What follows belongs to an exercise in optimizing a design on an open flow for small area, a short achievable clock period and few clock cycles per item; a production flow would make more cautious choices.
At most, simulation tests tie the RTL to the original design; equivalence was not proved.
For runs 5 and 6, only the layout was checked, not whether the RTL still works.

[flow/standard.sh]
#!/bin/bash
# synth_recipe.tcl (not shown) runs the flow's synth.tcl, then flattens the netlist and writes it again
# the make line also repeats each setting of config.mk as NAME=value (left out here)
make -C /OpenROAD-flow-scripts/flow DESIGN_CONFIG=/design/flow/config.mk WORK_HOME=/design/flow/orfs CLKGATE_MAP_FILE= SYNTH_SCRIPT=/design/flow/synth_recipe.tcl "${@:-finish}"
[flow/config.mk]
export PLATFORM = sky130hd
export DESIGN_NAME = Practica_1
export DESIGN_NICKNAME = Practica_1
export VERILOG_FILES = /design/flow/design.v
export SDC_FILE = /design/flow/constraint.sdc
export NUM_CORES = 4
export LEC_CHECK = 0
export ABC_AREA = 1
export CAP_MARGIN = 20
export CORE_MARGIN = 2
export CORE_UTILIZATION = 40
export CTS_BUF_LIST = sky130_fd_sc_hd__clkbuf_4 sky130_fd_sc_hd__clkbuf_8
export SLEW_MARGIN = 20
[flow/design.v]
module BCD_Head
#(
	parameter K = 7,
	parameter SW = (K <= 7) ? 15 : 16
)
(
	input [14:0] bits_in,
	output [SW-1:0] state
);
	function automatic [3:0] bcd_add3(input [3:0] i);
		bcd_add3[3] = i[3] | (i[2] & (i[1] | i[0]));
		bcd_add3[2] = (i[3] & i[0]) | (i[2] & ~i[1] & ~i[0]);
		bcd_add3[1] = (i[3] & ~i[0]) | (~i[2] & i[1]) | (i[1] & i[0]);
		bcd_add3[0] = (i[3] & ~i[0]) | (~i[3] & ~i[2] & i[0]) | (i[2] & i[1] & ~i[0]);
	endfunction
	logic [19:0] s;
	integer k;
	always_comb begin
		s = 20'd0;
		for (k = 14; k > 14 - K; k = k - 1) begin
			if (k <= 10) s[3:0] = bcd_add3(s[3:0]);
			if (k <= 7)  s[7:4] = bcd_add3(s[7:4]);
			s = {s[18:0], bits_in[k]};
		end
	end
	assign state = {s[SW-16+K:0], bits_in[14-K:0]};
endmodule
module BCD_16Bit
#(
	parameter K = 7,
	parameter SW = (K <= 7) ? 15 : 16
)
(
	input [SW-1:0] state,
	output [3:0] uni,
	output [3:0] dec,
	output [3:0] cen,
	output [3:0] thou,
	output [3:0] thou2
);
	function automatic [3:0] bcd_add3(input [3:0] i);
		bcd_add3[3] = i[3] | (i[2] & (i[1] | i[0]));
		bcd_add3[2] = (i[3] & i[0]) | (i[2] & ~i[1] & ~i[0]);
		bcd_add3[1] = (i[3] & ~i[0]) | (~i[2] & i[1]) | (i[1] & i[0]);
		bcd_add3[0] = (i[3] & ~i[0]) | (~i[3] & ~i[2] & i[0]) | (i[2] & i[1] & ~i[0]);
	endfunction
	logic [19:0] s;
	integer k;
	always_comb begin
		s = 20'd0;
		s[SW-16+K:0] = state[SW-1:15-K];
		for (k = 14 - K; k >= 0; k = k - 1) begin
			if (k <= 10) s[3:0]   = bcd_add3(s[3:0]);
			if (k <= 7)  s[7:4]   = bcd_add3(s[7:4]);
			if (k <= 4)  s[11:8]  = bcd_add3(s[11:8]);
			if (k <= 0)  s[15:12] = bcd_add3(s[15:12]);
			s = {s[18:0], state[k]};
		end
	end
	assign uni = s[3:0];
	assign dec = s[7:4];
	assign cen = s[11:8];
	assign thou = s[15:12];
	assign thou2 = s[19:16];
endmodule
module SegmentDisplay
(
	input [3:0]value,
	output [6:0]Seg_Result
);
	wire d3 = value[3], d2 = value[2], d1 = value[1], d0 = value[0];
	wire a = d3 | d1 | ~(d2 ^ d0);
	wire b = ~d2 | ~(d1 ^ d0);
	wire c = d2 | ~d1 | d0;
	wire d = d3 | (~d2 & ~d0) | (~d2 & d1) | (d1 & ~d0) | (d2 & ~d1 & d0);
	wire e = ~d0 & (~d2 | d1);
	wire f = d3 | (~d1 & ~d0) | (d2 & ~d1) | (d2 & ~d0);
	wire g = d3 | (d2 ^ d1) | (d1 & ~d0);
	assign Seg_Result = ~{g, f, e, d, c, b, a};
endmodule
module Seq_Multiplier
(
	input [7:0] multiplier,
	input [7:0] multiplicand,
	output [14:0] product,
	output signBit
);
	wire sa = multiplier[7];
	wire sb = multiplicand[7];
	function automatic [7:0] magnitude(input [7:0] x);
		integer i;
		magnitude[0] = x[0];
		for (i = 1; i < 8; i = i + 1)
			magnitude[i] = x[i] ^ (x[7] & |(x & ((8'd1 << i) - 8'd1)));
	endfunction
	wire [7:0] ma = magnitude(multiplier);
	wire [7:0] mb = magnitude(multiplicand);
	wire pp_0_0 = (ma[0] & mb[0]);
	wire pp_0_1 = (ma[0] & mb[1]);
	wire pp_0_2 = (ma[0] & mb[2]);
	wire pp_0_3 = (ma[0] & mb[3]);
	wire pp_0_4 = (ma[0] & mb[4]);
	wire pp_0_5 = (ma[0] & mb[5]);
	wire pp_0_6 = (ma[0] & mb[6]);
	wire pp_1_0 = (ma[1] & mb[0]);
	wire pp_1_1 = (ma[1] & mb[1]);
	wire pp_1_2 = (ma[1] & mb[2]);
	wire pp_1_3 = (ma[1] & mb[3]);
	wire pp_1_4 = (ma[1] & mb[4]);
	wire pp_1_5 = (ma[1] & mb[5]);
	wire pp_1_6 = (ma[1] & mb[6]);
	wire pp_2_0 = (ma[2] & mb[0]);
	wire pp_2_1 = (ma[2] & mb[1]);
	wire pp_2_2 = (ma[2] & mb[2]);
	wire pp_2_3 = (ma[2] & mb[3]);
	wire pp_2_4 = (ma[2] & mb[4]);
	wire pp_2_5 = (ma[2] & mb[5]);
	wire pp_2_6 = (ma[2] & mb[6]);
	wire pp_3_0 = (ma[3] & mb[0]);
	wire pp_3_1 = (ma[3] & mb[1]);
	wire pp_3_2 = (ma[3] & mb[2]);
	wire pp_3_3 = (ma[3] & mb[3]);
	wire pp_3_4 = (ma[3] & mb[4]);
	wire pp_3_5 = (ma[3] & mb[5]);
	wire pp_3_6 = (ma[3] & mb[6]);
	wire pp_4_0 = (ma[4] & mb[0]);
	wire pp_4_1 = (ma[4] & mb[1]);
	wire pp_4_2 = (ma[4] & mb[2]);
	wire pp_4_3 = (ma[4] & mb[3]);
	wire pp_4_4 = (ma[4] & mb[4]);
	wire pp_4_5 = (ma[4] & mb[5]);
	wire pp_4_6 = (ma[4] & mb[6]);
	wire pp_5_0 = (ma[5] & mb[0]);
	wire pp_5_1 = (ma[5] & mb[1]);
	wire pp_5_2 = (ma[5] & mb[2]);
	wire pp_5_3 = (ma[5] & mb[3]);
	wire pp_5_4 = (ma[5] & mb[4]);
	wire pp_5_5 = (ma[5] & mb[5]);
	wire pp_5_6 = (ma[5] & mb[6]);
	wire pp_6_0 = (ma[6] & mb[0]);
	wire pp_6_1 = (ma[6] & mb[1]) | (ma[7] & mb[0]) | (mb[7] & ma[0]);
	wire pp_6_2 = (ma[6] & mb[2]) | (ma[7] & mb[1]) | (mb[7] & ma[1]);
	wire pp_6_3 = (ma[6] & mb[3]) | (ma[7] & mb[2]) | (mb[7] & ma[2]);
	wire pp_6_4 = (ma[6] & mb[4]) | (ma[7] & mb[3]) | (mb[7] & ma[3]);
	wire pp_6_5 = (ma[6] & mb[5]) | (ma[7] & mb[4]) | (mb[7] & ma[4]);
	wire pp_6_6 = (ma[6] & mb[6]) | (ma[7] & mb[5]) | (mb[7] & ma[5]);
	wire px_13 = (ma[7] & mb[6]) | (mb[7] & ma[6]);
	wire px_14 = (ma[7] & mb[7]);
	wire hs0 = pp_0_6 ^ pp_1_5;
	wire hc0 = pp_0_6 & pp_1_5;
	wire hs1 = pp_1_6 ^ pp_2_5;
	wire hc1 = pp_1_6 & pp_2_5;
	wire hs2 = pp_0_4 ^ pp_1_3;
	wire hc2 = pp_0_4 & pp_1_3;
	wire fs3 = pp_0_5 ^ pp_1_4 ^ pp_2_3;
	wire fc3 = (pp_0_5 & pp_1_4) | (pp_0_5 & pp_2_3) | (pp_1_4 & pp_2_3);
	wire hs4 = pp_3_2 ^ pp_4_1;
	wire hc4 = pp_3_2 & pp_4_1;
	wire fs5 = hs0 ^ pp_2_4 ^ pp_3_3;
	wire fc5 = (hs0 & pp_2_4) | (hs0 & pp_3_3) | (pp_2_4 & pp_3_3);
	wire fs6 = pp_4_2 ^ pp_5_1 ^ pp_6_0;
	wire fc6 = (pp_4_2 & pp_5_1) | (pp_4_2 & pp_6_0) | (pp_5_1 & pp_6_0);
	wire fs7 = hc0 ^ hs1 ^ pp_3_4;
	wire fc7 = (hc0 & hs1) | (hc0 & pp_3_4) | (hs1 & pp_3_4);
	wire fs8 = pp_4_3 ^ pp_5_2 ^ pp_6_1;
	wire fc8 = (pp_4_3 & pp_5_2) | (pp_4_3 & pp_6_1) | (pp_5_2 & pp_6_1);
	wire fs9 = hc1 ^ pp_2_6 ^ pp_3_5;
	wire fc9 = (hc1 & pp_2_6) | (hc1 & pp_3_5) | (pp_2_6 & pp_3_5);
	wire fs10 = pp_4_4 ^ pp_5_3 ^ pp_6_2;
	wire fc10 = (pp_4_4 & pp_5_3) | (pp_4_4 & pp_6_2) | (pp_5_3 & pp_6_2);
	wire fs11 = pp_3_6 ^ pp_4_5 ^ pp_5_4;
	wire fc11 = (pp_3_6 & pp_4_5) | (pp_3_6 & pp_5_4) | (pp_4_5 & pp_5_4);
	wire hs12 = pp_0_3 ^ pp_1_2;
	wire hc12 = pp_0_3 & pp_1_2;
	wire fs13 = hs2 ^ pp_2_2 ^ pp_3_1;
	wire fc13 = (hs2 & pp_2_2) | (hs2 & pp_3_1) | (pp_2_2 & pp_3_1);
	wire fs14 = hc2 ^ fs3 ^ hs4;
	wire fc14 = (hc2 & fs3) | (hc2 & hs4) | (fs3 & hs4);
	wire fs15 = fc3 ^ hc4 ^ fs5;
	wire fc15 = (fc3 & hc4) | (fc3 & fs5) | (hc4 & fs5);
	wire fs16 = fc5 ^ fc6 ^ fs7;
	wire fc16 = (fc5 & fc6) | (fc5 & fs7) | (fc6 & fs7);
	wire fs17 = fc7 ^ fc8 ^ fs9;
	wire fc17 = (fc7 & fc8) | (fc7 & fs9) | (fc8 & fs9);
	wire fs18 = fc9 ^ fc10 ^ fs11;
	wire fc18 = (fc9 & fc10) | (fc9 & fs11) | (fc10 & fs11);
	wire fs19 = fc11 ^ pp_4_6 ^ pp_5_5;
	wire fc19 = (fc11 & pp_4_6) | (fc11 & pp_5_5) | (pp_4_6 & pp_5_5);
	wire hs20 = pp_0_2 ^ pp_1_1;
	wire hc20 = pp_0_2 & pp_1_1;
	wire fs21 = hs12 ^ pp_2_1 ^ pp_3_0;
	wire fc21 = (hs12 & pp_2_1) | (hs12 & pp_3_0) | (pp_2_1 & pp_3_0);
	wire fs22 = hc12 ^ fs13 ^ pp_4_0;
	wire fc22 = (hc12 & fs13) | (hc12 & pp_4_0) | (fs13 & pp_4_0);
	wire fs23 = fc13 ^ fs14 ^ pp_5_0;
	wire fc23 = (fc13 & fs14) | (fc13 & pp_5_0) | (fs14 & pp_5_0);
	wire fs24 = fc14 ^ fs15 ^ fs6;
	wire fc24 = (fc14 & fs15) | (fc14 & fs6) | (fs15 & fs6);
	wire fs25 = fc15 ^ fs16 ^ fs8;
	wire fc25 = (fc15 & fs16) | (fc15 & fs8) | (fs16 & fs8);
	wire fs26 = fc16 ^ fs17 ^ fs10;
	wire fc26 = (fc16 & fs17) | (fc16 & fs10) | (fs17 & fs10);
	wire fs27 = fc17 ^ fs18 ^ pp_6_3;
	wire fc27 = (fc17 & fs18) | (fc17 & pp_6_3) | (fs18 & pp_6_3);
	wire fs28 = fc18 ^ fs19 ^ pp_6_4;
	wire fc28 = (fc18 & fs19) | (fc18 & pp_6_4) | (fs19 & pp_6_4);
	wire fs29 = fc19 ^ pp_5_6 ^ pp_6_5;
	wire fc29 = (fc19 & pp_5_6) | (fc19 & pp_6_5) | (pp_5_6 & pp_6_5);
	wire [14:0] rx = {px_14, px_13, fc29, fc28, fc27, fc26, fc25, fc24, fc23, fc22, fc21, hc20, hs20, pp_0_1, pp_0_0};
	wire [14:0] ry = {1'b0, 1'b0, pp_6_6, fs29, fs28, fs27, fs26, fs25, fs24, fs23, fs22, fs21, pp_2_0, pp_1_0, 1'b0};
	assign product = rx + ry;
	assign signBit = (sa & ~sb & |multiplicand) | (sb & ~sa & |multiplier);
endmodule
module Practica_1
#(
	parameter NBits = 8,
	parameter N2Bits = NBits*2,
	parameter K = 8,	 
	parameter SW = (K <= 7) ? 15 : 16	 
)
(
	input clk,
	input reset,
	input start,
	input [NBits-1:0] multiplier,
	input [NBits-1:0] multiplicand,
	output [6:0]uni_Seg_out,
	output [6:0]dec_Seg_out,
	output [6:0]cen_Seg_out,
	output [6:0]thou_Seg_out,
	output [6:0]thou2_Seg_out,
	output [6:0]sign_Seg_out,
	output ready
);
wire [14:0] prod;
wire [SW-1:0] bcd_state;
wire minus;
Seq_Multiplier SM1 (.multiplier(multiplier), .multiplicand(multiplicand), .product(prod), .signBit(minus));
BCD_Head #(K) BH1 (.bits_in(prod), .state(bcd_state));
logic [SW-1:0] state_q;
logic minus_q;
logic ready_q;
always_ff @(posedge clk) begin
	state_q <= bcd_state;
	minus_q <= minus;
end
always_ff @(posedge clk, negedge reset) begin
	if (!reset) ready_q <= 1'b0;
	else ready_q <= start;
end
wire [3:0] uni, dec, cen, thou, thou2;
BCD_16Bit #(K) BCD1 (.state(state_q), .uni(uni), .dec(dec), .cen(cen), .thou(thou), .thou2(thou2));
SegmentDisplay SD0 (.value(uni),   .Seg_Result(uni_Seg_out));
SegmentDisplay SD1 (.value(dec),   .Seg_Result(dec_Seg_out));
SegmentDisplay SD2 (.value(cen),   .Seg_Result(cen_Seg_out));
SegmentDisplay SD3 (.value(thou),  .Seg_Result(thou_Seg_out));
SegmentDisplay SD4 (.value(thou2), .Seg_Result(thou2_Seg_out));
assign sign_Seg_out = minus_q ? 7'h3F : 7'h7F;
assign ready = ready_q;
endmodule
[flow/flow/my_synth.tcl]
# The standard synthesis (synth_recipe.tcl) with two changes to how the
# combinational logic is mapped; registers, their names and cell types come
# from the same steps as the standard synthesis:
#  - the ABC call uses abc_custom.script (next to this file) instead of ORFS's
#    abc_area/abc_speed script;
#  - extract_fa runs with the options in fa_mode next to this file (default
#    -fa, full adders only); "none" skips it, leaving adders to ABC.
set ::custom_dir [file dirname [file normalize [info script]]]
set ::custom_abc_script [file join $::custom_dir abc_custom.script]
set ::custom_fa_mode -fa
if {[file exists [file join $::custom_dir fa_mode]]} {
  set f [open [file join $::custom_dir fa_mode]]; set ::custom_fa_mode [string trim [read $f]]; close $f
}
proc abc {args} {
  set i [lsearch -exact $args -script]
  if {$i >= 0} { lset args [expr {$i + 1}] $::custom_abc_script }
  puts "custom abc: $args"
  yosys abc {*}$args
}
proc extract_fa {args} {
  puts "custom extract_fa: $::custom_fa_mode $args"
  if {$::custom_fa_mode ne "none"} { yosys extract_fa {*}$::custom_fa_mode {*}$args }
}
proc synth {args} { yosys synth -nofsm -noshare {*}$args }
source $::env(SCRIPTS_DIR)/synth.tcl
# left out here: clear keep_hierarchy, flatten, clean up, hide names made inside functions, write 1_2_yosys.v
[flow/constraint.sdc]
create_clock -name core_clock -period 12.0 [get_ports {clk}]
set_input_delay 2.4000 -clock core_clock [delete_from_list [all_inputs] [get_ports {clk}]]
set_output_delay 2.4000 -clock core_clock [all_outputs]
set_load 0.01 [all_outputs]
[flow/flow/run.sh]
#!/bin/bash
# The standard layout (standard.sh) with two changes:
#  - synthesis runs flow/my_synth.tcl: the standard flow's synthesis script, except that
#    ABC maps the logic with flow/abc_custom.script and extract_fa is set by
#    flow/fa_mode ("none": adders are left to ABC as plain logic);
#  - port buffers are sky130_fd_sc_hd__buf_2 cells.
# make's output goes to flow_make.log here; each tool's full log is in orfs/logs.
set -euo pipefail
bash standard.sh "SYNTH_SCRIPT=$PWD/flow/my_synth.tcl" \
  "BUFFER_PORTS_ARGS=-buffer_cell sky130_fd_sc_hd__buf_2" finish > flow_make.log 2>&1
[flow/flow/abc_custom.script]
strash
dch
map -D 3500
topo
stime -c
buffer -c
upsize -c
dnsize -c
[flow/flow/fa_mode]
none
==> results of run 1 <==
-- synth_stat cells, types with 3 or more instances --
| library cell | count | area [um2] |
|---|---|---|
| or2_1 | 10 | 62.6 |
| o21ai_2 | 4 | 35.0 |
| a22oi_1 | 8 | 60.1 |
| dfxtp_1 | 17 | 340 |
| xnor2_1 | 10 | 87.6 |
| nand2_2 | 10 | 62.6 |
| or2_2 | 3 | 18.8 |
| o21bai_1 | 5 | 37.5 |
| inv_2 | 8 | 30.0 |
| o21ai_0 | 32 | 160 |
| a21boi_1 | 6 | 45.0 |
| nor3_1 | 9 | 45.0 |
| nor2_2 | 8 | 50.1 |
| xor2_1 | 26 | 228 |
| o21ai_1 | 16 | 80.1 |
| o22ai_1 | 14 | 87.6 |
| o211ai_1 | 3 | 22.5 |
| nand3_2 | 3 | 30.0 |
| inv_1 | 146 | 548 |
| a21oi_1 | 49 | 245 |
| xor2_2 | 3 | 48.8 |
| o21a_1 | 5 | 37.5 |
| nor2_1 | 128 | 480 |
| nand2_1 | 195 | 732 |
| buf_4 | 14 | 105 |
| nand3_1 | 42 | 210 |
| xnor2_2 | 4 | 65.1 |
| a31oi_1 | 3 | 18.8 |
-- routing by layer --
| layer | share of wire (%) | routed length, um | global-route usage [%] |
|---|---|---|---|
| met1 | 52 | 4740 | 22.6 |
| met2 | 43 | 3960 | 27.3 |
| met3 | 4.4 | 405 | 1.91 |
| met4 | 1.0 | 94 | 2.84 |
| met5 | 0 | 0 | 0 |
-- flip-flops by register name, summed over array words and instances (netlist names) --
signal,flops
ready_q,1
state_q,16
minus_q,1
-- logic make-up after synthesis --
family	Yosys count	synth area share [%]
other cells	2	0.171
buf+inv	169	15.6
simple gates	426	42.3
xor+xnor	44	10.4
flops	18	8.30
compound gates	165	23.2
-- final timing paths --
path	end	cells past startpoint
worst max-delay path	cen_Seg_out[3]	23
worst min-delay path	ready_q	1
max in group asynchronous	ready_q	1
min in group core_clock	ready_q	1
-- cell type report --
type                    instances  share of cell area (%)
multi-input cells             644                    70.2
inverters                     154                    12.0
flip-flops and latches         18                    7.60
repair buffers                 52                    5.41
well taps                     140                    3.64
clock buffers                   4                    1.14
==> flow_summary_export.csv, run 1 <==
group,metric,value,unit
global_route,grt_usage,16.3,%
timing,grt_setup_unrepaired,"no",
clocking,htreeDepth,1,
routing,routedWlPerCell,9.09,um
place,numPlacedInstances,1008,
timing,fmax,150,MHz
clocking,clock_tree.buffer_depth,2,
logic_synthesis,synth-edff-count,0,
routing,dr.first_iter.drc_count,192,
clocking,numCtsBuffers,3,
global_route,grt_overflow_total,0,
timing,timing.hold.ws,1.91,ns
floorplanning,design.die.area,0.0119,mm2
routing,viasPerCell,4.73,
timing,slew_violations,0,
logic_synthesis,ys.flop_type,"dfxtp_1",
timing,slew-limit-headroom,66.3,%
cells_and_area,final_common_cell,"nand2_1",
global_route,antenna_found_initial,0,
cells_and_area,final_cells,1012,
worst_setup_path,arrival,4.25,ns
timing,tightest_slew,0.500,ns
cells_and_area,nNetsFinal,892,
floorplanning,dieWidth,109,um
place,dp_worst_setup_slack,5.26,ns
place,place_area,0.00475,mm2
logic_synthesis,ys_seq_area_share,8.30,%
timing,min_period_over_period,55.4,%
logic_synthesis,async_reset_ff_share,5.56,%
clocking,cts_root_buf,"clkbuf_8",
worst_setup_path,crit_top_cell,"nor2_1",
logic_synthesis,syn-cell-area,0.00440,mm2
outcome,outcome,"finished clean",
min_path,hold_class,"in2async",
clocking,cts.sinks,18,
timing,hold_viol,0,
timing,setup_viol,0,
global_route,grt_max_degree,11,
place,hpwlAfterDp,7940,um
clocking,ctsHoldBuffers,0,
clocking,cts_setup_buffers,0,
cells_and_area,multi_input_area,0.00338,mm2
routing,drtAntennaViolNets,0,
cells_and_area,final_util,44.6,%
cells_and_area,postLayoutCellArea,0.00481,mm2
clocking,cts_resized,0,
floorplanning,start_util,40.8,%
logic_synthesis,ys_ff_latch,18,
routing,vias,4785,
cells_and_area,layout_common_cells,"195 x nand2_1, 146 x inv_1, 128 x nor2_1",
logic_synthesis,synth_cells,824,
worst_setup_path,crit_buf_inv,5,
cells_and_area,diodes,0,
global_route,first_global_vias,4082,
global_route,grt_pass1_wl,16600,um
worst_setup_path,crit_fanout,5,
routing,wirelength,9200,um
place,place_congestion,0.843,
worst_setup_path,cp_top_family,"compound AO/OA/AOI/OAI gates",
timing,fin_setup_tns,0,ns
worst_setup_path,crit_chain,"inv_1 -> nor2_1 -> o21ai_0 -> inv_1 -> nor2_1 -> inv_1 -> o21ai_0 -> nor2_1 -> a21oi_1 -> nor2_1 -> a21oi_1 -> o21ai_0 -> nor2_1 -> o21ai_0 -> nor2_1 -> inv_1 -> o21ai_0 -> nor2_1 -> a21oi_1 -> o21ai_0 -> nor4_1 -> a21o_1 -> buf_2",
logic_synthesis,postSynthAreaPerCell,5.34,um2
logic_synthesis,yosysUniqueCellTypes,58,
worst_setup_path,worst_path_max_delay_cell,"o21ai_0",
floorplanning,rows,38,
logic_synthesis,ys_warn_count,4,
cells_and_area,num-fill-cells,1194,
worst_setup_path,path_class,"reg2out",
cells_and_area,area_growth,9.24,%
timing,worst_slack,5.35,ns
clocking,clk_pin_slew,0.06,ns
timing,period_minus_slack,6.65,ns
worst_setup_path,critPathCaptureType,"output pin",
job,cap_violations,0,
worst_setup_path,critPathLaunchType,"flop",
routing,first_pass_iters,5,
cells_and_area,ff_latch_area,365,um2
floorplanning,io_pins,62,
floorplanning,core,0.0108,mm2
worst_setup_path,worstPathRequired,9.60,ns
routing,drc_errors,0,
place,port_buffers,52,
cells_and_area,drive_above_1_share,13.6,%
clocking,cts_tree,"yes",
floorplanning,die_height,109,um
worst_setup_path,crit_start,"state_q[9]",
worst_setup_path,worst_path_largest_cell_delay,0.41,ns
Testbench counts, summed over its fixed seeds: cycles 16,000, items 8,000.
==> run 2, diff against run 1 <==
--- a/flow/config.mk
+++ b/flow/config.mk
@@ -9,5 +9,6 @@
 export CAP_MARGIN = 20
 export CORE_MARGIN = 2
 export CORE_UTILIZATION = 40
-export CTS_BUF_LIST = sky130_fd_sc_hd__clkbuf_4 sky130_fd_sc_hd__clkbuf_8
+export CTS_CLUSTER_DIAMETER = 200
+export CTS_CLUSTER_SIZE = 40
 export SLEW_MARGIN = 20
==> run 2 against run 1 <==
  * Synthesized cell count unchanged
  * Area after synthesis unchanged
  * Design area unchanged
  * Setup slack unchanged
  * Critical path type unchanged
==> flow_summary_export.csv, run 2 <==
group,metric,value,unit
clocking,cts_setup_buffers,0,
logic_synthesis,yosysMostFrequentCell,"nand2_1",
cells_and_area,final_util,44.6,%
timing,grt_setup_unrepaired,"no",
routing,routedWlPerCell,9.09,um
worst_setup_path,crit_fanout,5,
outcome,outcome,"finished clean",
clocking,cts.sinks,18,
floorplanning,rows,38,
logic_synthesis,synth-edff-count,0,
place,port_buffers,52,
worst_setup_path,worst_path_max_delay_cell,"o21ai_0",
logic_synthesis,synth_cells,824,
place,numPlacedInstances,1008,
clocking,clock_tree.buffer_depth,2,
floorplanning,core,0.0108,mm2
global_route,grt_max_degree,11,
floorplanning,design.die.area,0.0119,mm2
timing,worst_slack,5.35,ns
timing,fin_setup_tns,0,ns
cells_and_area,area_growth,9.24,%
routing,drtAntennaViolNets,0,
logic_synthesis,ys_ff_latch,18,
min_path,hold_class,"in2async",
clocking,clk_pin_slew,0.06,ns
worst_setup_path,worst_path_largest_cell_delay,0.41,ns
clocking,numCtsBuffers,3,
job,cap_violations,0,
timing,hold_viol,0,
logic_synthesis,postSynthAreaPerCell,5.34,um2
clocking,cts_resized,0,
place,hpwlAfterDp,7940,um
global_route,grt_usage,16.3,%
clocking,ctsHoldBuffers,0,
place,place_congestion,0.843,
cells_and_area,final_common_cell,"nand2_1",
timing,slew_violations,0,
clocking,cts_tree,"yes",
logic_synthesis,synthTopCellsByCount,"195 x nand2_1, 146 x inv_1, 128 x nor2_1, 49 x a21oi_1, 42 x nand3_1",
routing,viasPerCell,4.73,
global_route,grt_pass1_wl,16600,um
logic_synthesis,synthDominantCellAreaShare,16.6,%
logic_synthesis,syn-cell-area,0.00440,mm2
floorplanning,die_height,109,um
cells_and_area,largest_registers,"state_q x16, minus_q x1, ready_q x1",
worst_setup_path,worstPathRequired,9.60,ns
routing,drc_errors,0,
worst_setup_path,crit_buf_inv,5,
clocking,htreeDepth,1,
logic_synthesis,ys_seq_area_share,8.30,%
timing,period_minus_slack,6.65,ns
cells_and_area,regMostFlops,"state_q",
cells_and_area,largest_reg_flops,16,
timing,setup_viol,0,
worst_setup_path,crit_top_cell,"nor2_1",
global_route,antenna_found_initial,0,
worst_setup_path,crit_chain,"inv_1 -> nor2_1 -> o21ai_0 -> inv_1 -> nor2_1 -> inv_1 -> o21ai_0 -> nor2_1 -> a21oi_1 -> nor2_1 -> a21oi_1 -> o21ai_0 -> nor2_1 -> o21ai_0 -> nor2_1 -> inv_1 -> o21ai_0 -> nor2_1 -> a21oi_1 -> o21ai_0 -> nor4_1 -> a21o_1 -> buf_2",
logic_synthesis,netlist_top_cells_area,"nand2_1 17%, inv_1 12%, nor2_1 11%",
logic_synthesis,ys_warn_count,4,
cells_and_area,layout_common_cells,"195 x nand2_1, 146 x inv_1, 128 x nor2_1",
timing,tightest_slew,0.500,ns
routing,vias,4785,
timing,slew-limit-headroom,66.3,%
timing,min_period_over_period,55.4,%
logic_synthesis,yosysUniqueCellTypes,58,
logic_synthesis,yosysTopAreaCell,"nand2_1",
cells_and_area,diodes,0,
worst_setup_path,critPathCaptureType,"output pin",
floorplanning,start_util,40.8,%
worst_setup_path,critPathLaunchType,"flop",
timing,fmax,150,MHz
cells_and_area,final_cells,1012,
cells_and_area,drive_above_1_share,13.6,%
logic_synthesis,ys.flop_type,"dfxtp_1",
floorplanning,dieWidth,109,um
global_route,grt_overflow_total,0,
logic_synthesis,async_reset_ff_share,5.56,%
global_route,first_global_vias,4082,
worst_setup_path,arrival,4.25,ns
routing,wirelength,9200,um
routing,first_pass_iters,5,
cells_and_area,nNetsFinal,892,
clocking,cts_root_buf,"clkbuf_8",
place,dp_worst_setup_slack,5.26,ns
routing,dr.first_iter.drc_count,192,
floorplanning,io_pins,62,
worst_setup_path,path_class,"reg2out",
worst_setup_path,cp_top_family,"compound AO/OA/AOI/OAI gates",
[run 2: per-stage QoR]
stage / instance area, um2 / hold slack, ns
2_1_floorplan: 4430 / 2.10
3_3_place_gp: 4750 / 2.17
3_5_place_dp: 4750 / 2.18
4_1_cts: 4810 / 1.91
5_1_grt: 4810 / 1.89
6_report: 4810 / 1.91
[run 2: kinds of logic after synthesis]
logic type | count (synthesis) | synth area share, %
AOI/OAI and AO/OA | 165 | 23.2
xor gates and xnor gates | 44 | 10.4
buffers and inverters | 169 | 15.6
DFF | 18 | 8.30
other | 2 | 0.171
and+or+nand+nor | 426 | 42.3
[run 2: area by class of cell]
class,count,area [um2]
Clock buffer,4,55.1
Fill cell,1194,5980
Inverter,154,578
Multi-Input combinational cell,644,3380
Sequential cell,18,365
Tap cell,140,175
Timing Repair Buffer,52,260
[run 2: final timing paths]
path | endpoint | slack [ns] | from | cells after the start
min in group core_clock | ready_q | 2.25 | start | 1
worst max-delay path | cen_Seg_out[3] | 5.35 | state_q[9] | 23
worst min-delay path | ready_q | 1.91 | reset | 1
max in group asynchronous | ready_q | 10.01 | reset | 1
[run 2: per-layer routing]
metal / part of all wire [%] / global-route usage (%) / vias up
li1: - / - / 2695
met1: 52 / 22.6 / 1978
met2: 43 / 27.3 / 104
met3: 4.4 / 1.91 / 8
met4: 1.0 / 2.84 / 0
met5: 0 / 0 / -
==> run 3, diff against run 2 <==
==> flow/flow/abc_custom.script (replaced) <==
strash
dch
map -D 3250
topo
stime -c
buffer -c
upsize -c
dnsize -c
--- a/flow/config.mk
+++ b/flow/config.mk
@@ -9,6 +9,4 @@
 export CAP_MARGIN = 20
 export CORE_MARGIN = 2
 export CORE_UTILIZATION = 40
-export CTS_CLUSTER_DIAMETER = 200
-export CTS_CLUSTER_SIZE = 40
 export SLEW_MARGIN = 20
==> run 3 against run 2 <==
  * Still clean on timing, DRC and antenna
  * First-iteration DRC count rose by 19%
  * Synthesized cell count rose by 1.1%
  * Final cell count rose by 0.99%
  * Hold slack barely moved
  * Critical path type unchanged
==> flow_summary_export.csv, run 3 <==
group,metric,value,unit
floorplanning,dieWidth,110,um
timing,min_period_over_period,55.5,%
clocking,cts_root_buf,"clkbuf_8",
timing,fmax,150,MHz
cells_and_area,layout_common_cells,"200 x nand2_1, 131 x inv_1, 119 x nor2_1",
logic_synthesis,async_reset_ff_share,5.56,%
place,place_area,0.00484,mm2
global_route,first_global_vias,4240,
timing,slew_violations,0,
job,cap_violations,0,
global_route,grt_pass1_wl,17600,um
timing,setup_viol,0,
worst_setup_path,crit_top_cell,"nor2_1",
place,dp_worst_setup_slack,5.46,ns
place,port_buffers,52,
timing,worst_slack,5.34,ns
floorplanning,start_util,41.2,%
cells_and_area,largest_reg_flops,16,
floorplanning,io_pins,62,
floorplanning,rows,38,
clocking,clock_tree.buffer_depth,2,
logic_synthesis,ys_warn_count,4,
routing,dr.first_iter.drc_count,228,
place,hpwlAfterDp,8390,um
timing,fin_setup_tns,0,ns
logic_synthesis,yosysUniqueCellTypes,58,
worst_setup_path,crit_fanout,5,
timing,grt_setup_unrepaired,"no",
clocking,cts_setup_buffers,0,
logic_synthesis,synthTopCellsByCount,"200 x nand2_1, 131 x inv_1, 119 x nor2_1, 48 x a21oi_1, 45 x nand3_1",
worst_setup_path,worst_path_max_delay_cell,"o21ai_0",
worst_setup_path,worst_path_largest_cell_delay,0.39,ns
cells_and_area,largest_registers,"state_q x16, minus_q x1, ready_q x1",
cells_and_area,area_growth,9.18,%
logic_synthesis,synthDominantCellAreaShare,16.7,%
place,place_congestion,0.887,
clocking,cts_resized,0,
timing,slew-limit-headroom,65.5,%
global_route,antenna_found_initial,0,
logic_synthesis,syn-cell-area,0.00449,mm2
worst_setup_path,cp_top_family,"compound AO/OA/AOI/OAI gates",
routing,vias,4894,
routing,drc_errors,0,
timing,hold_viol,0,
global_route,grt_usage,17.0,%
worst_setup_path,critPathCaptureType,"output pin",
min_path,hold_class,"in2async",
logic_synthesis,yosysTopAreaCell,"nand2_1",
logic_synthesis,postSynthAreaPerCell,5.38,um2
logic_synthesis,ys.flop_type,"dfxtp_1",
logic_synthesis,synth_cells,833,
routing,drtAntennaViolNets,0,
worst_setup_path,path_class,"reg2out",
cells_and_area,postLayoutCellArea,0.00490,mm2
routing,first_pass_iters,4,
logic_synthesis,netlist_top_cells_area,"nand2_1 17%, inv_1 11%, nor2_1 10%",
clocking,numCtsBuffers,3,
cells_and_area,final_common_cell,"nand2_1",
cells_and_area,drive_above_1_share,14.4,%
worst_setup_path,crit_chain,"nor2_1 -> o21ai_0 -> inv_1 -> nor2_1 -> inv_1 -> o21ai_0 -> nor2_1 -> a21oi_1 -> nor2_1 -> a21oi_1 -> o21ai_0 -> nor2_1 -> o21ai_0 -> nor2_1 -> inv_1 -> o21ai_0 -> nor2_1 -> a21oi_1 -> o21ai_0 -> nor4_1 -> a21o_1 -> buf_2",
worst_setup_path,arrival,4.26,ns
floorplanning,core,0.0109,mm2
worst_setup_path,critPathLaunchType,"flop",
cells_and_area,regMostFlops,"state_q",
logic_synthesis,ys_ff_latch,18,
clocking,clk_pin_slew,0.06,ns
timing,tightest_slew,0.512,ns
floorplanning,die_height,110,um
cells_and_area,nNetsFinal,902,
cells_and_area,diodes,0,
global_route,grt_overflow_total,0,
clocking,ctsHoldBuffers,0,
logic_synthesis,synth-edff-count,0,
routing,viasPerCell,4.79,
routing,routedWlPerCell,9.50,um
clocking,cts.sinks,18,
worst_setup_path,crit_buf_inv,4,
timing,period_minus_slack,6.66,ns
outcome,outcome,"finished clean",
worst_setup_path,worstPathRequired,9.60,ns
logic_synthesis,yosysMostFrequentCell,"nand2_1",
clocking,htreeDepth,1,
clocking,cts_tree,"yes",
floorplanning,design.die.area,0.0121,mm2
routing,wirelength,9710,um
timing,timing.hold.ws,1.91,ns
logic_synthesis,ys_seq_area_share,8.15,%
global_route,grt_max_degree,11,
run 3: how the worst max path moves through the flow:
stage / from / end / slack, ns / cells after the start
after floorplan: state_q[9] / cen_Seg_out[3] / 5.97 / 22
final: state_q[7] / cen_Seg_out[3] / 5.34 / 22
after detailed placement: multiplier[7] / state_q[8] / 5.46 / 27
after global placement: multiplier[7] / state_q[9] / 5.39 / 23
after CTS: state_q[7] / cen_Seg_out[3] / 5.35 / 22
after global routing: state_q[10] / thou_Seg_out[3] / 4.65 / 28
run 3: cell families after synthesis:
group,count (synthesis),synth area share (%)
and+or+nand+nor,426,41.4
AOI/OAI and AO/OA,185,26.4
buffers and inverters,163,14.8
xor gates and xnor gates,39,9.12
DFF,18,8.15
other,2,0.167
run 3: cell type report:
type / instances / area (um2)
clock buffer: 4 / 55.1
fill: 1195 / 5990
inverter: 149 / 559
multi-input combinational: 659 / 3480
sequential: 18 / 365
tap: 140 / 175
timing repair buffer: 52 / 260
run 3: per-stage QoR:
stage | utilization (%) | cells
floorplan | - | 840
global placement | 44.5 | 1018
detailed placement | 44.5 | 1018
CTS | 45.0 | 1022
global route | 45.0 | 1022
finish | 45.0 | 1022
run 3: metal layers:
layer  part of all wire [%]  track usage, %  vias up
met3                    2.7            1.84        7
met2                     45            29.4       61
li1                       -               -     2772
met1                     52            23.4     2054
met5                      0               0        -
met4                   0.72            1.63        0
==> run 4, diff against run 3 <==
==> flow/flow/abc_custom.script (replaced) <==
strash
dch
map -D 3500
topo
stime -c
buffer -c
upsize -c
dnsize -c
==> run 4 against run 3 <==
  * Still clean
  * Clock-buffer cell count did not move
  * Global-route usage fell by 0.71 points
  * Fmax rose by 0.21%
  * Hold slack barely moved
  * Sequential share of layout area rose by 0.14 points
  * First-iteration DRC count fell by 16%
  * Area after synthesis fell by 1.8%
  * Design area fell by 1.8%
  * Non-clock buffer count did not move
  * Routed wire length fell by 5.3%
  * Critical endpoint unchanged
==> flow_summary_export.csv, run 4 <==
group,metric,value,unit
cells_and_area,num-fill-cells,1194,
routing,dr.first_iter.drc_count,192,
logic_synthesis,postSynthAreaPerCell,5.34,um2
cells_and_area,final_cells,1012,
timing,grt_setup_unrepaired,"no",
routing,vias,4785,
worst_setup_path,critPathCaptureType,"output pin",
global_route,grt_max_degree,11,
clocking,ctsHoldBuffers,0,
global_route,first_global_vias,4082,
worst_setup_path,worstPathRequired,9.60,ns
clocking,cts_resized,0,
worst_setup_path,crit_start,"state_q[9]",
routing,first_pass_iters,5,
logic_synthesis,synthDominantCellAreaShare,16.6,%
cells_and_area,nNetsFinal,892,
cells_and_area,ff_latch_area,365,um2
timing,setup_viol,0,
logic_synthesis,ys_ff_latch,18,
cells_and_area,final_common_cell,"nand2_1",
timing,min_period_over_period,55.4,%
routing,routedWlPerCell,9.09,um
floorplanning,dieWidth,109,um
outcome,outcome,"finished clean",
timing,slew_violations,0,
logic_synthesis,synth_cells,824,
worst_setup_path,critPathLaunchType,"flop",
global_route,antenna_found_initial,0,
floorplanning,design.die.area,0.0119,mm2
timing,fmax,150,MHz
logic_synthesis,yosysTopAreaCell,"nand2_1",
clocking,numCtsBuffers,3,
cells_and_area,drive_above_1_share,13.6,%
clocking,clock_tree.buffer_depth,2,
place,numPlacedInstances,1008,
worst_setup_path,arrival,4.25,ns
clocking,cts.sinks,18,
logic_synthesis,yosysUniqueCellTypes,58,
clocking,clk_pin_slew,0.06,ns
logic_synthesis,ys_warn_count,4,
timing,slew-limit-headroom,66.3,%
worst_setup_path,crit_fanout,5,
cells_and_area,largest_reg_flops,16,
cells_and_area,multi_input_area,0.00338,mm2
job,cap_violations,0,
global_route,grt_overflow_total,0,
place,place_congestion,0.843,
floorplanning,start_util,40.8,%
global_route,busiest_layer,"met2",
place,port_buffers,52,
clocking,cts_setup_buffers,0,
logic_synthesis,ys_seq_area_share,8.30,%
timing,worst_slack,5.35,ns
logic_synthesis,netlist_top_cells_area,"nand2_1 17%, inv_1 12%, nor2_1 11%",
floorplanning,core,0.0108,mm2
global_route,grt_use_met1,22.6,%
timing,period_minus_slack,6.65,ns
logic_synthesis,ys.flop_type,"dfxtp_1",
global_route,grt_use_met2,27.3,%
routing,drc_errors,0,
global_route,grt_usage,16.3,%
cells_and_area,area_growth,9.24,%
routing,wirelength,9200,um
logic_synthesis,yosysMostFrequentCell,"nand2_1",
cells_and_area,diodes,0,
cells_and_area,largest_registers,"state_q x16, minus_q x1, ready_q x1",
place,hpwlAfterDp,7940,um
place,dp_worst_setup_slack,5.26,ns
timing,fin_setup_tns,0,ns
logic_synthesis,synth-edff-count,0,
cells_and_area,regMostFlops,"state_q",
logic_synthesis,synthTopCellsByCount,"195 x nand2_1, 146 x inv_1, 128 x nor2_1, 49 x a21oi_1, 42 x nand3_1",
floorplanning,die_height,109,um
clocking,htreeDepth,1,
cells_and_area,layout_common_cells,"195 x nand2_1, 146 x inv_1, 128 x nor2_1",
global_route,met3_usage,1.91,%
global_route,grt_pass1_wl,16600,um
logic_synthesis,async_reset_ff_share,5.56,%
floorplanning,io_pins,62,
logic_synthesis,syn-cell-area,0.00440,mm2
clocking,cts_root_buf,"clkbuf_8",
clocking,cts_tree,"yes",
routing,viasPerCell,4.73,
worst_setup_path,path_class,"reg2out",
timing,hold_viol,0,
min_path,hold_class,"in2async",
floorplanning,rows,38,
timing,tightest_slew,0.500,ns
routing,drtAntennaViolNets,0,
-- run 4: worst paths after layout --
kind                                   to  slack, ns  depth (start not counted)
max                        cen_Seg_out[3]       5.35                         23
min                               ready_q       1.91                          1
max in group asynchronous         ready_q      10.01                          1
min in group core_clock           ready_q       2.25                          1
-- run 4: worst max-delay path, cell delays in order (launching register included) --
cell and delay, ns:
dfxtp_1 0.31, inv_1 0.08, nor2_1 0.06, o21ai_0 0.19
inv_1 0.08, nor2_1 0.12, inv_1 0.06, o21ai_0 0.41
nor2_1 0.10, a21oi_1 0.34, nor2_1 0.11, a21oi_1 0.11
o21ai_0 0.18, nor2_1 0.12, o21ai_0 0.17, nor2_1 0.18
inv_1 0.06, o21ai_0 0.21, nor2_1 0.10, a21oi_1 0.15
o21ai_0 0.22, nor4_1 0.38, a21o_1 0.12, buf_2 0.12
-- run 4: final cells by class --
type | instances | area share (%)
multi-input cells | 644 | 70.2
inverters | 154 | 12.0
flip-flops and latches | 18 | 7.60
repair buffers | 52 | 5.41
well taps | 140 | 3.64
clock buffers | 4 | 1.14
-- run 4: cell families after synthesis --
| logic type | share of synthesized area [%] |
|---|---|
| other | 0.171 |
| and+or+nand+nor | 42.3 |
| buffers and inverters | 15.6 |
| xor gates and xnor gates | 10.4 |
| AOI/OAI and AO/OA | 23.2 |
| DFF | 8.30 |
-- run 4: per-layer routing --
metal | share of wire (%) | vias up | wire length (um)
li1 | - | 2695 | -
met1 | 52 | 1978 | 4740
met2 | 43 | 104 | 3960
met3 | 4.4 | 8 | 405
met4 | 1.0 | 0 | 94
met5 | 0 | - | 0
-- run 4: metrics by stage --
| stage | cell area, um2 | hold slack [ns] | util (%) |
|---|---|---|---|
| floorplan | 4430 | 2.10 | - |
| global placement | 4750 | 2.17 | 44.1 |
| detailed placement | 4750 | 2.18 | 44.1 |
| CTS | 4810 | 1.91 | 44.6 |
| global route | 4810 | 1.89 | 44.6 |
| finish | 4810 | 1.91 | 44.6 |
==> run 5, diff against run 4 <==
--- a/flow/design.v
+++ b/flow/design.v
@@ -215,7 +215,7 @@
 #(
 	parameter NBits = 8,
 	parameter N2Bits = NBits*2,
-	parameter K = 8,	 
+	parameter K = 7,	 
 	parameter SW = (K <= 7) ? 15 : 16	 
 )
 (
==> flow/flow/abc_custom.script (replaced) <==
strash
dch -f
map -D 3500
topo
stime -c
buffer -c
upsize -c
dnsize -c
==> run 5 against run 4 <==
  * Routed wire length shrank 0.30%
  * Area after synthesis shrank 2.3%
  * Utilization grew 0.78 points
  * Setup slack lost 0.40 ns
  * Hold slack lost 0.0064 ns
  * Critical endpoint unchanged
  * Largest cell class unchanged
  * Highest routed layer unchanged
==> flow_summary_export.csv, run 5 <==
group,metric,value,unit
timing,fin_setup_tns,0,ns
floorplanning,rows,37,
floorplanning,design.die.area,0.0116,mm2
cells_and_area,num-fill-cells,1214,
clocking,ctsHoldBuffers,0,
cells_and_area,largest_reg_flops,15,
cells_and_area,final_common_cell,"nand2_1",
cells_and_area,diodes,0,
worst_setup_path,worstPathRequired,9.60,ns
routing,routedWlPerCell,9.05,um
logic_synthesis,ys_ff_latch,17,
worst_setup_path,critPathLaunchType,"flop",
global_route,grt_max_degree,11,
timing,slew-limit-headroom,64.5,%
cells_and_area,regMostFlops,"state_q",
floorplanning,core,0.0104,mm2
routing,drtAntennaViolNets,0,
routing,dr.first_iter.drc_count,178,
worst_setup_path,critPathCaptureType,"output pin",
routing,drc_errors,0,
global_route,first_global_vias,4003,
clocking,cts_tree,"yes",
clocking,cts_resized,0,
clocking,cts.sinks,17,
worst_setup_path,worst_path_max_delay_cell,"o21ai_0",
floorplanning,start_util,41.5,%
logic_synthesis,netlist_top_cells_area,"nand2_1 17%, nor2_1 13%, inv_1 12%",
timing,grt_setup_unrepaired,"no",
logic_synthesis,syn-cell-area,0.00430,mm2
cells_and_area,nNetsFinal,897,
clocking,clk_pin_slew,0.07,ns
global_route,met3_usage,1.63,%
global_route,grt_use_met1,22.5,%
place,port_buffers,52,
place,place_congestion,0.847,
cells_and_area,multi_input_area,0.00327,mm2
timing,min_period_over_period,58.7,%
clocking,clock_tree.buffer_depth,2,
timing,setup_viol,0,
cells_and_area,ff_latch_area,345,um2
global_route,grt_pass1_wl,16300,um
worst_setup_path,path_class,"reg2out",
logic_synthesis,yosysUniqueCellTypes,51,
floorplanning,io_pins,62,
floorplanning,dieWidth,108,um
logic_synthesis,ys_seq_area_share,8.03,%
clocking,cts_root_buf,"clkbuf_8",
logic_synthesis,yosysTopAreaCell,"nand2_1",
worst_setup_path,crit_top_cell,"nor2_1",
timing,period_minus_slack,7.04,ns
min_path,hold_class,"in2async",
global_route,antenna_found_initial,0,
clocking,numCtsBuffers,3,
logic_synthesis,synthDominantCellAreaShare,16.6,%
cells_and_area,layout_common_cells,"190 x nand2_1, 152 x nor2_1, 143 x inv_1",
logic_synthesis,ys.flop_type,"dfxtp_1",
worst_setup_path,crit_fanout,6,
routing,first_pass_iters,4,
logic_synthesis,synth_cells,828,
logic_synthesis,async_reset_ff_share,5.88,%
clocking,htreeDepth,1,
cells_and_area,largest_registers,"state_q x15, minus_q x1, ready_q x1",
cells_and_area,area_growth,9.31,%
logic_synthesis,synth-edff-count,0,
global_route,busiest_layer,"met2",
timing,hold_viol,0,
logic_synthesis,postSynthAreaPerCell,5.20,um2
timing,fmax,142,MHz
timing,slew_violations,0,
clocking,cts_setup_buffers,0,
global_route,grt_overflow_total,0,
routing,vias,4721,
logic_synthesis,yosysMostFrequentCell,"nand2_1",
place,hpwlAfterDp,7920,um
routing,wirelength,9170,um
logic_synthesis,ys_warn_count,4,
job,cap_violations,0,
logic_synthesis,synthTopCellsByCount,"190 x nand2_1, 152 x nor2_1, 143 x inv_1, 51 x a21oi_1, 32 x o21ai_0",
global_route,grt_use_met2,27.8,%
worst_setup_path,arrival,4.64,ns
timing,tightest_slew,0.527,ns
worst_setup_path,worst_path_largest_cell_delay,0.44,ns
floorplanning,die_height,108,um
global_route,grt_usage,16.2,%
cells_and_area,drive_above_1_share,13.6,%
worst_setup_path,crit_start,"state_q[8]",
routing,viasPerCell,4.66,
outcome,outcome,"finished clean",
[run 5: changes by cell type in the layout (fill, tap and decap cells not counted), moves of 4 or more]
cell      delta
nor2_1      +24
xor2_1       -8
nand3_1     -11
or2_1       +10
a21boi_1     -6
nand2_1      -5
inv_2        +9
xnor2_1      +4
[run 5: routing by layer]
layer	up-vias	wire, um	share of wire [%]
met2	61	4020	44
met3	7	241	2.6
li1	2684	-	-
met4	0	53	0.58
met5	-	0	0
met1	1969	4860	53
[run 5: layout make-up]
cell class | count | share of cell area [%]
clock buffer | 3 | 0.878
clock inverter | 1 | 0.106
multi-input combinational | 641 | 69.5
sequential | 17 | 7.34
tap | 136 | 3.62
inverter | 163 | 13.0
timing repair buffer | 52 | 5.53
[run 5: stage by stage]
step           cells  util, %  hold WS, ns  worst slack [ns]  instance area [um2]
2_1_floorplan    835        -         2.10              6.01                 4330
3_3_place_gp    1009     44.9         2.18              5.33                 4660
3_5_place_dp    1009     44.9         2.18              5.32                 4660
4_1_cts         1013     45.3         1.90              5.01                 4700
5_1_grt         1013     45.3         1.89              4.25                 4700
6_report        1013     45.3         1.90              4.96                 4700
[run 5: how the worst max path moves through the flow]
| stage | end | slack (ns) | depth (start not counted) |
|---|---|---|---|
| detailed placement | cen_Seg_out[3] | 5.32 | 27 |
| finish | cen_Seg_out[3] | 4.96 | 27 |
| CTS | cen_Seg_out[3] | 5.01 | 25 |
| floorplan | cen_Seg_out[3] | 6.01 | 26 |
| global placement | cen_Seg_out[3] | 5.33 | 23 |
| global route | cen_Seg_out[3] | 4.25 | 27 |
[run 5: cell families (layout without fill, tap and decap cells)]
logic type / count (synthesis) / after routing / share of synthesized area [%]
other: 2 / 9 / 0.175
xor gates and xnor gates: 38 / 38 / 8.93
AOI/OAI and AO/OA: 156 / 156 / 22.8
and+or+nand+nor: 438 / 438 / 43.4
DFF: 17 / 17 / 8.03
buffers and inverters: 177 / 219 / 16.6
[run 5: critical path, delay by kind of cell (launching register included)]
family,cells,cell delay (ns)
AO/OA/AOI/OAI,9,2.06
AND/OR/NAND/NOR,10,1.17
buffers and inverters,8,0.75
flip-flops,1,0.42
==> run 6, diff against run 5 <==
--- a/flow/design.v
+++ b/flow/design.v
@@ -215,7 +215,7 @@
 #(
 	parameter NBits = 8,
 	parameter N2Bits = NBits*2,
-	parameter K = 7,	 
+	parameter K = 9,	 
 	parameter SW = (K <= 7) ? 15 : 16	 
 )
 (
==> run 6 against run 5 <==
  * Setup slack better by 0.23 ns
  * Area after synthesis up 2.7%
  * Critical path depth up 4
  * Synthesized cell count down 0.12%
  * Still clean
  * Hold slack better by 0.0036 ns
  * Via count up 6.2%
  * Routed wire length up 6.9%
  * Global-route usage up 0.48 points
  * Design area up 2.7%
==> flow_summary_export.csv, run 6 <==
group,metric,value,unit
cells_and_area,num-fill-cells,1207,
routing,dr.first_iter.drc_count,210,
worst_setup_path,crit_start,"multiplicand[1]",
floorplanning,design.die.area,0.0119,mm2
timing,period_minus_slack,6.81,ns
job,cap_violations,0,
clocking,cts_setup_buffers,0,
logic_synthesis,postSynthAreaPerCell,5.34,um2
worst_setup_path,crit_top_cell,"nand2_1",
logic_synthesis,netlist_top_cells_area,"nand2_1 18%, inv_1 11%, nor2_1 10%",
worst_setup_path,worst_path_largest_cell_delay,0.37,ns
cells_and_area,layout_common_cells,"216 x nand2_1, 125 x inv_1, 121 x nor2_1",
cells_and_area,ff_latch_area,365,um2
routing,viasPerCell,4.94,
place,place_congestion,0.869,
min_path,hold_class,"in2async",
cells_and_area,regMostFlops,"state_q",
worst_setup_path,worstPathRequired,12.12,ns
cells_and_area,nNetsFinal,895,
cells_and_area,largest_registers,"state_q x16, minus_q x1, ready_q x1",
logic_synthesis,yosysMostFrequentCell,"nand2_1",
worst_setup_path,path_class,"in2reg",
global_route,antenna_found_initial,0,
logic_synthesis,ys_ff_latch,18,
timing,slew_violations,0,
timing,worst_slack,5.19,ns
routing,routedWlPerCell,9.66,um
clocking,cts_root_buf,"clkbuf_8",
floorplanning,core,0.0108,mm2
place,hpwlAfterDp,8420,um
timing,tightest_slew,0.564,ns
global_route,grt_overflow_total,0,
timing,grt_setup_unrepaired,"no",
timing,slew-limit-headroom,62.2,%
timing,setup_viol,0,
worst_setup_path,arrival,6.93,ns
floorplanning,io_pins,62,
logic_synthesis,async_reset_ff_share,5.56,%
clocking,cts.sinks,18,
logic_synthesis,synth-edff-count,0,
timing,hold_viol,0,
clocking,clk_pin_slew,0.07,ns
global_route,grt_max_degree,11,
clocking,ctsHoldBuffers,0,
floorplanning,rows,38,
cells_and_area,diodes,0,
routing,wirelength,9810,um
routing,drtAntennaViolNets,0,
clocking,clock_tree.buffer_depth,2,
logic_synthesis,synthDominantCellAreaShare,18.4,%
logic_synthesis,syn-cell-area,0.00442,mm2
logic_synthesis,yosysUniqueCellTypes,62,
clocking,numCtsBuffers,3,
logic_synthesis,ys_warn_count,4,
cells_and_area,final_common_cell,"nand2_1",
routing,drc_errors,0,
worst_setup_path,critPathLaunchType,"primary input",
global_route,grt_pass1_wl,17100,um
logic_synthesis,ys.flop_type,"dfxtp_1",
logic_synthesis,synthTopCellsByCount,"216 x nand2_1, 125 x inv_1, 121 x nor2_1, 48 x a21oi_1, 45 x nand3_1",
routing,first_pass_iters,5,
worst_setup_path,crit_fanout,7,
global_route,grt_usage,16.7,%
global_route,first_global_vias,4263,
cells_and_area,drive_above_1_share,12.8,%
timing,min_period_over_period,56.7,%
worst_setup_path,critPathCaptureType,"flop",
worst_setup_path,crit_buf_inv,2,
place,dp_worst_setup_slack,4.93,ns
floorplanning,die_height,109,um
logic_synthesis,yosysTopAreaCell,"nand2_1",
logic_synthesis,synth_cells,827,
cells_and_area,area_growth,9.26,%
cells_and_area,largest_reg_flops,16,
worst_setup_path,cp_top_family,"simple AND/OR/NAND/NOR gates",
floorplanning,start_util,40.9,%
timing,fmax,147,MHz
timing,fin_setup_tns,0,ns
clocking,cts_tree,"yes",
outcome,outcome,"finished clean",
cells_and_area,multi_input_area,0.00346,mm2
logic_synthesis,ys_seq_area_share,8.27,%
clocking,htreeDepth,1,
worst_setup_path,worst_path_max_delay_cell,"nor4_4",
clocking,cts_resized,0,
floorplanning,dieWidth,109,um
routing,vias,5013,
place,port_buffers,52,
==> run 6: worst max-delay path by stage <==
stage	end	slack (ns)	depth (start not counted)
after CTS	state_q[9]	5.17	31
after floorplan	state_q[8]	5.64	32
after detailed placement	state_q[9]	4.93	31
after global routing	state_q[10]	4.53	33
final	state_q[9]	5.19	31
after global placement	state_q[14]	4.96	30
==> run 6: cell families after synthesis <==
kind of cell,synth area share [%]
other,0.170
flip-flops,8.27
buffers and inverters,13.9
XOR/XNOR,8.21
AND/OR/NAND/NOR,43.8
AO/OA/AOI/OAI,25.6
==> run 6: cell type report <==
| type | count | area share (%) |
|---|---|---|
| timing repair buffer | 52 | 5.39 |
| inverter | 135 | 10.5 |
| tap | 140 | 3.63 |
| sequential | 18 | 7.57 |
| clock buffer | 4 | 1.14 |
| multi-input combinational | 666 | 71.8 |
==> run 6: routing by layer <==
layer  vias to the layer above  global-route usage (%)  routed length [um]
li1                       2785                       -                   -
met1                      2148                    22.0                4960
met2                        72                    30.2                4450
met3                         8                   0.717                 296
met4                         0                    3.02                  99
met5                         -                       0                   0
==> run 6: stage by stage <==
| step | util (%) | hold slack [ns] | cells | cell area (um2) |
|---|---|---|---|---|
| 4_1_cts | 44.7 | 1.90 | 1015 | 4830 |
| 2_1_floorplan | - | 2.10 | 834 | 4440 |
| 5_1_grt | 44.7 | 1.90 | 1015 | 4830 |
| 3_5_place_dp | 44.2 | 2.18 | 1011 | 4770 |
| 3_3_place_gp | 44.2 | 2.17 | 1011 | 4770 |
| 6_report | 44.7 | 1.91 | 1015 | 4830 |
==> run 7, diff against run 6 <==
--- a/flow/design.v
+++ b/flow/design.v
@@ -215,7 +215,7 @@
 #(
 	parameter NBits = 8,
 	parameter N2Bits = NBits*2,
-	parameter K = 9,	 
+	parameter K = 8,	 
 	parameter SW = (K <= 7) ? 15 : 16	 
 )
 (
==> run 7 against run 6 <==
  * Critical path type is now reg2out
  * Via count shrank 4.6%
  * Fmax rose by 5.0%
  * Synthesized cell count grew 1.3%
  * Critical endpoint is now dec_Seg_out[3]
  * Clock-buffer cell count did not move
  * Flip-flop and latch count did not move
==> flow_summary_export.csv, run 7 <==
group,metric,value,unit
timing,slew_violations,0,
floorplanning,design.die.area,0.0117,mm2
place,port_buffers,52,
routing,drc_errors,0,
timing,grt_setup_unrepaired,"no",
logic_synthesis,postSynthAreaPerCell,5.19,um2
timing,slew-limit-headroom,64.3,%
timing,min_period_over_period,54.0,%
logic_synthesis,ys_warn_count,4,
cells_and_area,ff_latch_area,365,um2
clocking,cts_resized,0,
worst_setup_path,path_class,"reg2out",
routing,viasPerCell,4.66,
clocking,numCtsBuffers,3,
cells_and_area,final_cells,1026,
clocking,ctsHoldBuffers,0,
cells_and_area,drive_above_1_share,12.1,%
logic_synthesis,yosysMostFrequentCell,"nand2_1",
global_route,grt_max_degree,11,
timing,hold_viol,0,
global_route,grt_usage,16.3,%
routing,dr.first_iter.drc_count,219,
worst_setup_path,crit_top_cell,"inv_1",
logic_synthesis,syn-cell-area,0.00435,mm2
routing,first_pass_iters,5,
global_route,first_global_vias,4119,
logic_synthesis,ys_ff_latch,18,
job,cap_violations,0,
outcome,outcome,"finished clean",
cells_and_area,largest_reg_flops,16,
clocking,clk_pin_slew,0.06,ns
global_route,grt_overflow_total,0,
worst_setup_path,critPathCaptureType,"output pin",
clocking,htreeDepth,1,
cells_and_area,num-fill-cells,1222,
worst_setup_path,arrival,4.09,ns
place,numPlacedInstances,1022,
floorplanning,die_height,108,um
logic_synthesis,yosysTopAreaCell,"nand2_1",
clocking,cts.sinks,18,
timing,tightest_slew,0.530,ns
timing,timing.hold.ws,1.91,ns
logic_synthesis,synth-edff-count,0,
cells_and_area,regMostFlops,"state_q",
cells_and_area,diodes,0,
logic_synthesis,synthTopCellsByCount,"207 x nand2_1, 159 x inv_1, 134 x nor2_1, 53 x a21oi_1, 32 x o21ai_0",
worst_setup_path,worst_path_largest_cell_delay,0.42,ns
floorplanning,core,0.0107,mm2
cells_and_area,area_growth,9.35,%
clocking,cts_tree,"yes",
timing,setup_viol,0,
clocking,cts_root_buf,"clkbuf_8",
logic_synthesis,ys_seq_area_share,8.40,%
floorplanning,start_util,40.5,%
global_route,antenna_found_initial,0,
routing,vias,4784,
routing,wirelength,9230,um
floorplanning,rows,38,
timing,fmax,154,MHz
worst_setup_path,worstPathRequired,9.60,ns
clocking,clock_tree.buffer_depth,2,
cells_and_area,nNetsFinal,906,
worst_setup_path,worst_path_max_delay_cell,"o21ai_0",
timing,fin_setup_tns,0,ns
logic_synthesis,synthDominantCellAreaShare,17.9,%
global_route,grt_pass1_wl,16600,um
place,place_congestion,0.991,
cells_and_area,multi_input_area,0.00327,mm2
logic_synthesis,yosysUniqueCellTypes,61,
floorplanning,dieWidth,108,um
routing,routedWlPerCell,9.00,um
cells_and_area,layout_common_cells,"207 x nand2_1, 159 x inv_1, 134 x nor2_1",
worst_setup_path,crit_fanout,5,
cells_and_area,largest_registers,"state_q x16, minus_q x1, ready_q x1",
place,hpwlAfterDp,7920,um
floorplanning,io_pins,62,
logic_synthesis,ys.flop_type,"dfxtp_1",
clocking,cts_setup_buffers,0,
worst_setup_path,critPathLaunchType,"flop",
timing,period_minus_slack,6.49,ns
routing,drtAntennaViolNets,0,
logic_synthesis,netlist_top_cells_area,"nand2_1 18%, inv_1 14%, nor2_1 12%",
logic_synthesis,synth_cells,838,
cells_and_area,final_common_cell,"nand2_1",
logic_synthesis,async_reset_ff_share,5.56,%
min_path,hold_class,"in2async",
-- run 7: cell count changes after synthesis, moves of 6 or more --
cell	change
nor2_1	+13
nand4_1	-6
a22oi_1	+6
inv_1	+34
nand3_1	-16
nand2_1	-9
-- run 7: logic make-up after synthesis --
family          synth area share [%]
simple gates                    41.2
other cells                    0.173
xor+xnor                        8.11
buf+inv                         17.1
compound gates                  25.0
flops                           8.40
-- run 7: layout make-up --
cell class,count,area share (%)
inverter,169,13.3
clock buffer,4,1.16
timing repair buffer,52,5.47
multi-input combinational,643,68.7
sequential,18,7.68
tap,140,3.68
-- run 7: worst max-delay path, delay by kind of cell, from the launching register on --
kind	cells	cell delay (ns)
compound gates	7	1.66
buf+inv	9	0.77
flops	1	0.33
simple gates	10	1.08
-- run 7: per-stage QoR --
step | worst slack (ns) | instance area, um2 | util [%]
6_report | 5.51 | 4760 | 44.3
5_1_grt | 4.80 | 4760 | 44.3
3_3_place_gp | 5.33 | 4700 | 43.8
4_1_cts | 5.52 | 4760 | 44.3
3_5_place_dp | 5.33 | 4700 | 43.8
2_1_floorplan | 5.89 | 4380 | -
-- run 7: final timing paths --
kind                       startpoint             end  slack [ns]  cells after the start
hold / removal                  reset         ready_q        1.91                      1
max in group asynchronous       reset         ready_q       10.01                      1
setup / recovery           state_q[9]  dec_Seg_out[3]        5.51                     26
min in group core_clock         start         ready_q        2.25                      1
-- run 7: per-layer routing --
layer  up-vias  global-route usage (%)  share of wire, %  wire, um
met3        12                    1.87               3.3       306
met2        70                    28.4                43      4020
met1      1973                    21.8                52      4820
li1       2729                       -                 -         -
met4         0                    3.21              0.96        89
met5         -                       0                 0         0
Testbench counts of run 7, summed over its fixed seeds: cycles 16,000, items 8,000.

## re-timing with driven ports
Ports are ideal in the flow. The routed layouts listed here were re-timed in OpenROAD. Step 1 assumes that a clkbuf_16 drives the clock port and a buf_2 every other input. Step 2, shift: input delay + t, output delay - t, t = (earliest + latest rising clock arrival at the registers) / 2. This alone moves slack from input paths to output paths. Slacks: ideal / step 1 / step 2; pairs: ideal / step 1.
run | t (ns) | setup WS [ns] | hold WS [ns]
run 1 | 0.279 | 5.354 / 5.325 / 5.219 | 1.910 / 1.903 / 2.182
run 2 | 0.279 | 5.354 / 5.325 / 5.219 | 1.910 / 1.903 / 2.182
run 3 | 0.278 | 5.341 / 5.313 / 5.431 | 1.911 / 1.905 / 2.183
run 4 | 0.279 | 5.354 / 5.325 / 5.219 | 1.910 / 1.903 / 2.182
run 5 | 0.282 | 4.957 / 4.929 / 5.211 | 1.904 / 1.901 / 2.183
run 6 | 0.274 | 5.191 / 5.200 / 4.926 | 1.908 / 1.900 / 2.174
run 7 | 0.286 | 5.515 / 5.485 / 5.298 | 1.907 / 1.899 / 2.185
After both steps setup and hold are still met in every run listed. For run 6, which loses most, drivers alone change the setup slack by +0.009 ns; drivers and shift together by -0.265 ns.
